This is an optimization exercise on Yosys and OpenROAD, whose aim is small area, a short achievable clock period and few clock cycles per item, not a production implementation. In this exercise RTL edits were held to simulation tests only and were not proved equivalent to the original. No driver is modelled on the clock port, so clock power and skew are understated where the tree is cut down; a real chip needs a root buffer or a tree. No activity file was given, so power comes from the tool's default toggle rates.

Setup of exp/lagoon:
## boron_dec
module boron_dec (
    input  clk, rst, start, input [63:0] plain_text, input [79:0] master_key,
    output reg done, output [63:0] cipher_text
);
Size in the first run: ~150 flip-flops, ~210 I/O pins, roughly 11000 um^2 of cells after synthesis.
Settings: LEC_CHECK=0, CAP_MARGIN=20, CORE_MARGIN=2, CORE_UTILIZATION=40, PLACE_DENSITY=0.75, SETUP_SLACK_MARGIN=2.6, SLEW_MARGIN=20; clock period 5.0 ns.
standard.sh (not shown) runs the stock make flow with config.mk's settings and CLKGATE_MAP_FILE= SYNTH_SCRIPT=/design/flow/synth_recipe.tcl, a recipe that flattens the netlist after the stock synthesis.
==> flow/flow/run.sh <==
#!/bin/bash
set -euo pipefail
export BUFFER_PORTS_ARGS="-buffer_cell sky130_fd_sc_hd__buf_1"
export CTS_ARGS="-sink_clustering_enable -repair_clock_nets -buf_list {sky130_fd_sc_hd__clkbuf_4 sky130_fd_sc_hd__clkbuf_8} -dont_use_dummy_load"
export POST_CTS_TCL="$PWD/flow/clock4.tcl"
bash standard.sh > standard.log 2>&1
Other scripts of this flow, unchanged in this note and not shown: flow/flow/clock4.tcl
Testbench counts of exp/lagoon, summed over its fixed seeds: cycles 10,760, items 384.
--- input diff exp/lagoon..exp/raven ---
- swapping 2.6 for 2.7 in SETUP_SLACK_MARGIN
Findings:
The run with more routed wire is exp/raven, not exp/lagoon.
From exp/lagoon to exp/raven the numbers moved as follows: clock period minus worst slack now smaller; period utilization now smaller; fraction of area in multi-input gates now smaller; static leakage now larger; number of vias after detailed routing now larger.
Re area added between synthesis and finish: exp/lagoon was lower than exp/raven.
Looking at overall power of the completed layout, exp/raven sits about 5.4% higher than exp/lagoon does.
Final worst clock skew (exp/raven over exp/lagoon): decrease, 0.0059 ns
#### Input delta (exp/umber over exp/raven)
- a change of PLACE_DENSITY from 0.75 to 0.8
- a change of SETUP_SLACK_MARGIN from 2.7 to 2.6
### Flow results
- exp/umber has completed all stages; timing, DRC and antenna checks passed.
- Largest driver fanout on the critical path ended up 8 higher on exp/umber than on exp/raven.
- Comparing exp/raven and exp/umber, proportion of power drawn by combinational gates is lower on exp/umber.
- The total power of exp/umber is lower than that of exp/raven.
- Of the two values seen for worst setup path endpoint, x[30]$_DFF_P_ was produced by exp/umber and cipher_text[17] by exp/raven.
- Going from exp/raven to exp/umber, sequential share of layout area grows by 0.53 points.
In every run of this note, the design's own scripts or RTL, not TritonCTS, make the clock network.

---

boron_dec, a different RTL version from the one above (not shown whole).
For scale: ~1400 cells after synthesis, roughly 150 flip-flops, roughly 210 I/O pins, ~0.012 sq mm of cells after synthesis.
==> flow/config.mk <==
export PLATFORM = sky130hd
export DESIGN_NAME = boron_dec
export DESIGN_NICKNAME = boron_dec
export VERILOG_FILES = /design/flow/design.v
export SDC_FILE = /design/flow/constraint.sdc
export NUM_CORES = 4
export LEC_CHECK = 0
export CAP_MARGIN = 20
export CORE_MARGIN = 2
export CORE_UTILIZATION = 40
export CTS_BUF_LIST = sky130_fd_sc_hd__clkbuf_4 sky130_fd_sc_hd__clkbuf_8
export SETUP_SLACK_MARGIN = 2.8
export SLEW_MARGIN = 20
==> flow/constraint.sdc <==
create_clock -name core_clock -period 5.0 [get_ports {clk}]
set_input_delay 1.0000 -clock core_clock [delete_from_list [all_inputs] [get_ports {clk}]]
set_output_delay 1.0000 -clock core_clock [all_outputs]
set_load 0.01 [all_outputs]
==> flow/flow/run.sh <==
#!/bin/bash
set -euo pipefail
export BUFFER_PORTS_ARGS="-buffer_cell sky130_fd_sc_hd__buf_1"
bash standard.sh > standard.log 2>&1
The starting point completed with no timing, DRC or antenna violations.
Testbench counts at the start, summed over its fixed seeds: cycles 10,760, items 384.
Edit:
==> flow/flow/run.sh (replaced) <==
#!/bin/bash
set -euo pipefail
export BUFFER_PORTS_ARGS="-buffer_cell sky130_fd_sc_hd__buf_1"
export CTS_ARGS="-sink_clustering_enable -repair_clock_nets -buf_list {sky130_fd_sc_hd__clkbuf_4 sky130_fd_sc_hd__clkbuf_8} -dont_use_dummy_load"
bash standard.sh > standard.log 2>&1
CTS_BUF_LIST = not set   (was sky130_fd_sc_hd__clkbuf_4 sky130_fd_sc_hd__clkbuf_8)
PLACE_DENSITY = 0.75   (was not set)
SETUP_SLACK_MARGIN = 2.5   (was 2.8)
Effect: The changed run finished clean; setup slack is worse by 0.14 ns; total power shrinks by 18%; clock power shrinks by about 26%; via count shrinks by about 6%.
Edit:
==> flow/flow/run.sh (replaced) <==
#!/bin/bash
set -euo pipefail
export BUFFER_PORTS_ARGS="-buffer_cell sky130_fd_sc_hd__buf_1"
bash standard.sh > standard.log 2>&1
CTS_BUF_LIST = sky130_fd_sc_hd__clkbuf_4 sky130_fd_sc_hd__clkbuf_8   (was not set)
Outcome: Power went up by 2.2%. Hold slack barely changes. Final cell count climbs by about 0.8%. Final area rises by 1.5%. Via count is about the same. Area after synthesis stays the same. Wire length grows by about 0.6%. Core utilization increases by 0.71 points.
Edit:
SETUP_SLACK_MARGIN = 2.4   (was 2.5)
Result: Clock skew stays flat; final area goes down by 2.9%; cell count is about the same.
Edit:
SETUP_SLACK_MARGIN = 2.6   (was 2.4)
- power increases by 7.3%
- non-clock buffer count increases by 74
- global-route usage increases by 0.70 points
- via count increases by 3.1%
- flip-flop and latch count stays the same
Edit:
PLACE_DENSITY = not set   (was 0.75)
SETUP_SLACK_MARGIN = 2.5   (was 2.6)
After rerunning: Sequential power stays flat; register-to-register slack degrades by 0.04 ns; routed wire length goes down slightly; synthesized cell count is unchanged.

separate check: timing with driven ports:
How much do the figures lean on ideal ports? The routed layouts below were timed once more, with nothing changed but the port constraints. Step 1, drivers: a clkbuf_16 drives clk and a buf_2 each remaining input, both assumed. Step 2 adds t to the input delays and takes it off the output delays; t is the mean of the earliest and latest rising clock arrival at the registers after step 1. Input paths then give back, and output paths get back, about the clock's delay inside the block. Three values: ideal ports, drivers, drivers and shift; two values: the first two.
| run | shift t [ns] | setup WS [ns] | worst setup path at the end | slew at the worst register clock pin (ns) |
|---|---|---|---|---|
| exp/lagoon | 0.371 | 2.671 / 2.589 / 2.717 | register to register | 0.09 / 0.09 |
| exp/raven | 0.372 | 2.739 / 2.657 / 2.777 | register to register | 0.10 / 0.10 |
| exp/umber | 0.371 | 2.687 / 2.622 / 2.687 | register to register | 0.09 / 0.09 |
| the first run of note 2 | 0.540 | 2.654 / 2.604 / 2.764 | register to register | 0.10 / 0.10 |
| the second run of note 2 | 0.497 | 2.516 / 2.472 / 2.575 | register to register | 0.10 / 0.10 |
| the third run of note 2 | 0.510 | 2.524 / 2.478 / 2.612 | register to register | 0.11 / 0.11 |
| the fourth run of note 2 | 0.506 | 2.447 / 2.400 / 2.549 | register to register | 0.11 / 0.11 |
| the fifth run of note 2 | 0.512 | 2.616 / 2.570 / 2.661 | register to register | 0.11 / 0.11 |
| the sixth run of note 2 | 0.524 | 2.488 / 2.439 / 2.620 | register to register | 0.11 / 0.11 |
After both steps setup and hold are still met in every run listed.
